Background: an optimization exercise with open tools, aiming at small area, a short achievable clock period and few clock cycles per item. Do not read the settings as production practice. The RTL was checked by simulation tests, not by an equivalence proof against the original design. Power is estimated from default activity; no workload was simulated.

// JAM
module JAM (
input CLK,
input RST,
output reg [2:0] W,
output reg [2:0] J,
input [6:0] Cost,
output [3:0] MatchCount,
output reg [9:0] MinCost,
output reg Valid );
For scale: roughly 500 flip-flops.
clock: 5.0 ns
lec_check: 0
cap_margin: 20
core_margin: 2
core_utilization: 75
setup_slack_margin: 2.2
slew_margin: 20
run.sh (not shown) runs the stock make flow with config.mk's settings and CLKGATE_MAP_FILE= SYNTH_SCRIPT=/design/flow/synth_recipe.tcl, a recipe that flattens the netlist after the stock synthesis.
Testbench counts at the start, summed over its fixed seeds: cycles 5,819, items 24.
Rerun with:
--- a/flow/config.mk
+++ b/flow/config.mk
@@ -9,4 +9,4 @@
 export CORE_MARGIN = 2
-export CORE_UTILIZATION = 75
-export SETUP_SLACK_MARGIN = 2.2
+export CORE_UTILIZATION = 70
+export SETUP_SLACK_MARGIN = 2.1
 export SLEW_MARGIN = 20
Outcome: Die area came out higher by a few percent. Cell count came out higher slightly. First-iteration DRC count came out lower by about a fifth. Sequential share of layout area came out higher by 0.90 points. Count of clock-buffer cells in the layout came out higher by 9. Fmax came out higher by roughly a tenth. Core utilization came out lower by 8.4 points.
Rerun with:
--- a/flow/config.mk
+++ b/flow/config.mk
@@ -10,3 +10,4 @@
 export CORE_UTILIZATION = 70
-export SETUP_SLACK_MARGIN = 2.1
+export CTS_BUF_LIST = sky130_fd_sc_hd__clkbuf_4
+export SETUP_SLACK_MARGIN = 2.0
 export SLEW_MARGIN = 20
Effect: Routed wire length is higher by 0.30%; final area came out lower by about 1.2%; combinational power fell by about 10%; die area stays the same; core utilization fell by 0.93 points; maximum frequency decreases by 3.0%; setup slack degrades by 90 ps; area after synthesis does not change; worst hold slack degrades by 19 ps.
Rerun with:
--- a/flow/config.mk
+++ b/flow/config.mk
@@ -10,4 +10,4 @@
 export CORE_UTILIZATION = 70
-export CTS_BUF_LIST = sky130_fd_sc_hd__clkbuf_4
-export SETUP_SLACK_MARGIN = 2.0
+export CTS_CLUSTER_SIZE = 30
+export SETUP_SLACK_MARGIN = 2.2
 export SLEW_MARGIN = 20
=> The changed run finished with timing, DRC and antenna clean. Worst hold slack loses 4.5 ps. Cell count goes down by 3.3%. Maximum frequency goes up by about 4.7%. Total power goes up by about 3.6%. Count of clock-buffer cells in the layout goes down by 136. Sequential power stays flat. Design area goes up by about 2.7%.
Rerun with:
--- a/flow/config.mk
+++ b/flow/config.mk
@@ -10,3 +10,3 @@
 export CORE_UTILIZATION = 70
-export CTS_CLUSTER_SIZE = 30
+export CTS_CLUSTER_SIZE = 40
 export SETUP_SLACK_MARGIN = 2.2
After rerunning:
- design area stays the same
- total power stays the same
- hold slack is unchanged
- die area does not change
- routed wire length is unchanged
- critical path depth is unchanged
- setup slack is unchanged
- clock power barely changes
- via count is unchanged
Rerun with:
--- a/flow/config.mk
+++ b/flow/config.mk
@@ -10,4 +10,3 @@
 export CORE_UTILIZATION = 70
-export CTS_CLUSTER_SIZE = 40
-export SETUP_SLACK_MARGIN = 2.2
+export SETUP_SLACK_MARGIN = 2.6
 export SLEW_MARGIN = 20
Effect:
- The new run ran to the end with no violations
- setup slack degrades by 270 ps
- final cell count came out higher by a few percent
- total power came out higher slightly
- core utilization came out higher by 8.3 points
- clock skew came out lower by 3.9 ps

---

v35:
JAM again, from the RTL that the note above started with.
Settings: LEC_CHECK=0, CAP_MARGIN=20, CORE_MARGIN=2, CORE_UTILIZATION=70, SETUP_SLACK_MARGIN=2.4, SLEW_MARGIN=20, TNS_END_PERCENT=10; clock period 5.0 ns.
Testbench counts of v35, summed over its fixed seeds: cycles 5,819, items 24.
[inputs] v24 vs v35
- a change of SETUP_SLACK_MARGIN from 2.4 to 2.2
- a deleted TNS_END_PERCENT that had been 10
- a change of CORE_UTILIZATION from 70 to 80
## What came out
Stage in which a tool error killed v24: 5_1_grt.
The number of placed I/O pins of v24 and that of v35 are within noise of each other.
Diff v35..v24 | net count of the mapped netlist | unchanged
Post-synthesis instance total came out exactly the same in v24 and v35.
v35 -> v24: number of buffers inserted by port buffering delta 0, exact match
Input changes introduced in v4 (baseline for comparison: v24):
- CORE_UTILIZATION now 70, was 80
- SETUP_SLACK_MARGIN now 2.3, was 2.2
Findings:
- v4 reached the end of the flow, and the finished layout is clean on the timing, DRC and antenna checks.
- On number of instances in the synthesized netlist, v4 and v24 are neck and neck.
- Across both runs, floorplan die width was higher for v4 than for v24.
- On v4: die span in y is about 7% higher than what v24 gave.
- Compared with v24, v4 shows a lower routability-driven placement congestion ratio.
- Delta (v4 minus v24): worst slack after detailed placement now larger, TritonCTS buffer count now sits higher, count of buffers added by post-CTS timing repair for setup saw an increase, area after detailed placement about even.
Modified inputs, v43 compared to v4
- swapping 2.3 for 2.0 in SETUP_SLACK_MARGIN
- swapping 70 for 60 in CORE_UTILIZATION
## What came out
v4 → v43: multi-input gate area in the final layout went down 960 sq um, post-detailed-routing wire length went down 7.7%, wire length on met2 went down 5.9%, clock network power consumption went up 10%, amount of wire on met3 after detailed routing went down about 35%. Going from v4 to v43, power grew by a few percent. Relative to v4, count of nets after finishing has gone down in v43. Higher data arrival time of the critical path was reported by v4, not v43.

[static timing again, ports no longer ideal]
The results above use ideal ports. As a check the final layouts listed here were re-extracted and re-timed, cells and wires unchanged.
Step 1 assumes that a clkbuf_16 drives the clock port and a buf_2 every other input.
Step 2, shift: input delay + t, output delay - t, t = (earliest + latest rising clock arrival at the registers) / 2. This alone moves slack from input paths to output paths.
Three values: ideal ports, drivers, drivers and shift; two values: the first two.
run | t (ns) | setup WS [ns] | latest minus earliest clock arrival (ns)
the first run of note 1 | 0.677 | 1.800 / 1.800 / 1.542 | 0.035 / 0.034
the second run of note 1 | 0.670 | 2.085 / 2.085 / 1.547 | 0.034 / 0.034
the third run of note 1 | 0.939 | 1.995 / 1.982 / 1.302 | 0.046 / 0.045
the fourth run of note 1 | 0.659 | 2.129 / 2.129 / 1.636 | 0.030 / 0.030
the fifth run of note 1 | 0.659 | 2.129 / 2.129 / 1.636 | 0.030 / 0.030
the sixth run of note 1 | 0.681 | 1.863 / 1.863 / 1.638 | 0.026 / 0.026
v35 | 0.654 | 2.072 / 2.061 / 1.658 | 0.020 / 0.020
v4 | 0.669 | 2.083 / 2.083 / 1.516 | 0.032 / 0.032
v43 | 0.663 | 1.978 / 1.978 / 1.513 | 0.025 / 0.025
After both steps setup and hold are still met in every run listed. The setup slack of the third run of note 1, which loses most, moves by -0.013 ns with the drivers and by -0.693 ns with both steps.
